This is an optimization exercise on Yosys and OpenROAD, whose aim is small area, a short achievable clock period and few clock cycles per item, not a production implementation. Function was not checked in any run shown here: the RTL went through the layout flow alone. Power figures rest on the tool's default switching activity, not on a simulated workload.

==> flow/design.v, too long to show whole: its modules and the start of the top module <==
// module filter: 1570 lines
module filter
 #(parameter DWIDTH = 16,
   parameter DDWIDTH = 2*DWIDTH,
	parameter L = 160,
	parameter L_LOG = 8,
	parameter M = 147,
	parameter M_LOG = 8,
	parameter CWIDTH = 4*L,
	parameter J = 4,
	parameter J_LOG = 2)
  (input clk,
   input rst,
	output req_in,
	input ack_in,
	input signed [0:DWIDTH-1] data_in,
	output req_out,
	input ack_out,
	output signed [0:DWIDTH-1] data_out);
  // ...
==> flow/flow/run.sh <==
#!/bin/bash
# The standard layout (standard.sh), with these changes:
#  - synthesis skips the quick ABC pass inside Yosys's synth, so the adder
#    trees reach the full-adder extraction as written (same registers);
#  - timing repair aims below the clock period (larger setup margin).
set -euo pipefail
bash standard.sh SYNTH_ARGS=-noabc SETUP_SLACK_MARGIN=7.0 finish > standard_make.log 2>&1
==> flow/standard.sh <==
#!/bin/bash
# synth_recipe.tcl (not shown) runs the flow's synth.tcl, then flattens the netlist and writes it again
# the make line also repeats each setting of config.mk as NAME=value (left out here)
make -C /OpenROAD-flow-scripts/flow DESIGN_CONFIG=/design/flow/config.mk WORK_HOME=/design/flow/orfs CLKGATE_MAP_FILE= SYNTH_SCRIPT=/design/flow/synth_recipe.tcl "${@:-finish}"
==> flow/config.mk <==
export PLATFORM = sky130hd
export DESIGN_NAME = filter
export DESIGN_NICKNAME = filter
export VERILOG_FILES = /design/flow/design.v
export SDC_FILE = /design/flow/constraint.sdc
export NUM_CORES = 4
export LEC_CHECK = 0
export CAP_MARGIN = 20
export CORE_MARGIN = 2
export CORE_UTILIZATION = 40
export SLEW_MARGIN = 20
export SYNTH_MEMORY_MAX_BITS = 16384
==> flow/constraint.sdc <==
create_clock -name core_clock -period 10.0 [get_ports {clk}]
set_input_delay 2.0000 -clock core_clock [delete_from_list [all_inputs] [get_ports {clk}]]
set_output_delay 2.0000 -clock core_clock [all_outputs]
set_load 0.01 [all_outputs]
==> results.py, run 1 <==
metrics = {
    "outcome": {
        "status": "timing/DRC/antenna clean",
    },
    "synthesis": {
        "yosysSeqAreaShare_pct": 31.4,
        "synthCells": 2659,
        "ys_seq_elements": 366,
    },
    "min_path": {
        "hold_path_end": "x2[14]",
    },
    "cells_and_area": {
        "buf_share_pct": 3.75,
        "largest_reg_flops": 111,
        "buffers": 120,
        "multi_input_gates": 1963,
        "ff_latch_area_mm2": 0.00834,
    },
    "power_and_ir_drop": {
        "switchingPower_mw": 4.45,
        "top_power_group": "combinational logic",
        "internal_power_mw": 6.36,
    },
    "place": {
        "gp_congestion": 0.954,
        "dpl_worst_slack_ps": 6370,
    },
    "route": {
        "wl_met1_um": 38400,
        "wl_per_cell_um": 26.3,
    },
    "critical_path": {
        "slowest_stage": "fa_2",
        "r2r-end": "ac[3]",
    },
    "clocking": {
        "clk_latency_ps": 580,
        "cts_hold_buf": 0,
        "clk_path_buf_depth": 3,
        "cts_root_buf": "clkbuf_16",
    },
    "timing": {
        "fmax_mhz": 305,
        "fin_crit_sh_pct": 32.8,
    },
    "floorplanning": {
        "ios": 38,
    },
}
==> run 2: changes to the inputs <==
--- a/flow/config.mk
+++ b/flow/config.mk
@@ -8,5 +8,6 @@
 export CAP_MARGIN = 20
 export CORE_MARGIN = 2
 export CORE_UTILIZATION = 40
+export CTS_BUF_LIST = sky130_fd_sc_hd__clkbuf_8
 export SLEW_MARGIN = 20
 export SYNTH_MEMORY_MAX_BITS = 16384
==> run 2 against run 1 <==
  * Critical path depth did not move
  * Worst hold slack improved by 8.1 ps
  * Sequential share of layout area barely moved
  * Critical path type unchanged
  * Sequential cell count did not move
  * Largest power group unchanged
  * Sequential power barely moved
==> results.py, run 2 <==
metrics = {
    "critical_path": {
        "path_cells": "fa_2, fa_2, fa_1, fa_2, ha_4, fa_2, a21oi_2, nor2_2, nor2_2, nor2b_1, o21ai_1, nand2b_1",
        "slowest_stage": "fa_1",
        "path_delay_family": "adder cells",
        "crit_path_max_incr_delay_ps": 540,
        "cp-start-kind": "register",
        "path_class": "register to register",
        "path_buf_inv": 0,
        "r2r-end": "ac[3]",
        "endpoint_kind": "register",
        "critPathMostFrequentCell": "fa_2",
        "worstRegToRegCells": 12,
        "critical_path_depth": 12,
        "regToRegStartpoint": "r1[61]",
        "crit_path_max_fanout": 2,
        "cp.arrival_ps": 3810,
        "rrSetupSlack_ps": 6710,
        "worstPathRequired_ps": 10530,
    },
    "place": {
        "place_hpwl_um": 63200,
        "gp_congestion": 0.954,
        "port_buffers": 37,
        "post-place-cells": 3340,
    },
    "clocking": {
        "clk_latency_ps": 640,
        "clk_path_buf_depth": 3,
        "cts.sinks": 366,
        "cts_root_buf": "clkbuf_8",
        "cts_tree": "done",
        "clk_pin_slew_worst_paths_ps": 60,
        "htree_num_levels": 3,
        "cts_buffers": 68,
    },
    "timing": {
        "clock_skew_ps": 32.5,
        "fin_worst_hold_slack_ps": 413,
        "fmax_mhz": 304,
        "setup_viol": 0,
        "maxSlewHeadroom_pct": 28.3,
        "fin_crit_sh_pct": 32.9,
        "period_minus_slack_ps": 3290,
        "finalHoldViolations": 0,
        "setup_tns_ps": 0,
        "tightest_slew_ps": 1080,
        "drv_slew": 0,
        "grt_setup_unrepaired": "true",
    },
    "route": {
        "drc": 0,
        "dr_total_vias": 21000,
        "drt_iter0_drc": 2199,
        "wl_per_cell_um": 26.1,
        "dr.pass1.iters": 6,
        "routed_wl_um": 91100,
        "ant_nets": 0,
        "viasPerCell": 6.02,
    },
    "cells_and_area": {
        "largestRegisters": "r1: 111 flops, acc: 31 flops, cr: 27 flops",
        "syn_to_final_growth_pct": 12.2,
        "n_fill_cell": 6125,
        "mostFrequentLayoutCells": "dfxtp_1, nand2_1, fa_1, xnor2_1, a22oi_1",
        "largest_reg_flops": 111,
        "nets": 2927,
        "multiInputGateArea_mm2": 0.0169,
        "final_common_cell": "dfxtp_1",
        "fin_cells": 3495,
        "drive_gt1_share_pct": 16.0,
        "regMostFlops": "r1",
        "ff_latch_area_mm2": 0.00833,
    },
    "synthesis": {
        "synth.most_common_cell": "dfxtp_1",
        "async_reset_ff_share_pct": 0,
        "synth_common_cells": "dfxtp_1, fa_1, nand2_1",
        "yosysSeqAreaShare_pct": 31.4,
        "synth_top_flop_cell": "dfxtp_1",
        "synth_cell_types": 78,
        "ys_top_cells_by_area": "dfxtp_1, fa_1, edfxtp_1",
        "netlist_area_mm2": 0.0259,
        "syn_avg_cell_area_um2": 9.73,
        "synth_area_leader_cell": "dfxtp_1",
        "synthCells": 2659,
        "yosysTopAreaCellShare_pct": 22.1,
        "ys_seq_elements": 366,
        "yosysWarnings": 1,
        "synth_edf_count": 80,
        "synth_nets": 2996,
    },
    "grt": {
        "grt_max_degree": 79,
        "antenna_found_initial": 8,
        "grt_pass1_wl_um": 137000,
        "track_usage_pct": 27.2,
        "overflow": 0,
        "grt_pass1_vias": 21600,
    },
    "power_and_ir_drop": {
        "power_mw": 11.1,
        "pwr-share-clk_pct": 12.8,
        "peakVddDrop_mv": 0.267,
        "switchingPower_mw": 4.61,
        "cellPowerDensity_mw_per_mm2": 382,
        "switching_share_pct": 41.6,
        "combPwrFrac_pct": 64.3,
        "internal_power_mw": 6.48,
        "seqPwrFrac_pct": 22.8,
        "leakagePower_nw": 10.6,
    },
    "min_path": {
        "hold_path.startpoint": "x1[13]",
        "min_path_type": "register to register",
        "holdPathStages": 0,
        "hold_path_end": "x2[13]",
    },
    "floorplanning": {
        "start_util_pct": 40.3,
        "ios": 38,
        "dieHeight_um": 258,
        "coreArea_mm2": 0.0642,
        "core.rowCount": 93,
        "die_w_um": 258,
        "dieArea_mm2": 0.0667,
    },
    "run": {
        "maxCapViolCount": 0,
    },
    "outcome": {
        "status": "timing/DRC/antenna clean",
    },
}
[run 2: cell counts after synthesis]
No cell type changed its count.
[run 2: final cells by class]
class                           count  area share [%]
Tap cell                          855            3.68
Sequential cell                   366            28.7
Multi-Input combinational cell   1963            58.2
Inverter                           69           0.905
Clock buffer                       77            3.65
Clock inverter                     39           0.875
Antenna cell                        4          0.0345
Timing Repair Buffer              122            3.90
[run 2: kinds of logic (layout without fill, tap and decap cells)]
family          Yosys count  count (layout)  share of synthesized area [%]
compound gates          749             749                           19.2
xor+xnor                298             298                           10.1
fa+ha+maj               317             317                           22.3
buf+inv                 330             307                           5.00
flops                   366             366                           31.4
mux                      48              48                           2.00
other cells               0               4                              0
simple gates            551             551                           9.97
[run 2: how the worst max path moves through the flow]
stage	start	end	slack [ps]
floorplan	r1[37]	ac[2]	6840
global placement	fb_en	ac[3]	6390
detailed placement	req_in_r	req_in	6370
CTS	r1[37]	ac[2]	6700
global route	r1[61]	ac[3]	6580
finish	r1[61]	ac[3]	6710
[run 2: worst register-to-register path: cells and delay by family, from the launching register on]
kind	cells	cell delay, ps
AOI/OAI and AO/OA	2	290
adders and majority gates	6	2290
DFF	1	320
and+or+nand+nor	4	310
[run 2: per-stage QoR]
stage | utilization [%] | area [um2] | worst slack, ps
final | 45.2 | 29000 | 6710
after global routing | 45.2 | 29000 | 6580
after CTS | 44.6 | 28700 | 6700
after detailed placement | 41.7 | 26800 | 6370
after global placement | 41.7 | 26800 | 6390
after floorplan | - | 26000 | 6840
[run 2: power groups by stage]
stage                     clock [mW]  combinational, mW  sequential, mW
after CTS                       1.47               6.59            2.52
after floorplan                    0               4.51            2.22
after detailed placement           0               5.74            2.53
after global placement             0               5.54            2.52
after global routing            1.54               7.97            2.58
final                           1.42               7.14            2.53
[run 2: repair_timing]
action / CTS / global route
buffers inserted: 22 / 11
pin swaps: 52 / 40
setup endpoints to repair: 89 / 74
hold buffers: 0 / 0
gates resized for setup: 208 / 90
cloned: 2 / 0
[run 2: per-layer routing]
metal  routed length, um  share of wire, %  vias to the layer above  GRT usage [%]
li1                    -                 -                     9164              -
met3                8500               9.3                      255           7.09
met4                4270               4.7                        2           12.4
met2               40500                44                     1146           42.2
met5                  13             0.014                        -              0
met1               37800                41                    10500           35.5

-- what the ideal ports hide --
The results above use ideal ports. As a check the final layouts listed here were re-extracted and re-timed, cells and wires unchanged. Step 1 sets driving cells, clkbuf_16 on the clock port and buf_2 on the other inputs (assumed; they add their load-dependent delay and slew). Step 2 moves the port delays by t, midway between the first and last clock arrival at a register: inputs arrive t later, outputs are due t later. That takes back most of the time a late clock gives input paths. Three values: ideal, step 1, step 2; two values: the first two.
run	t (ns)	setup slack, ns	worst register clock-pin slew, ns	worst slew at a driven data input, ns
run 1	0.619	6.720 / 6.720 / 6.495	0.07 / 0.07	0.14
run 2	0.685	6.712 / 6.712 / 6.458	0.08 / 0.08	0.15
After both steps every run listed still meets setup and hold. The setup slack of run 2, which loses most, moves by 0.000 ns with the drivers and by -0.254 ns with both steps.
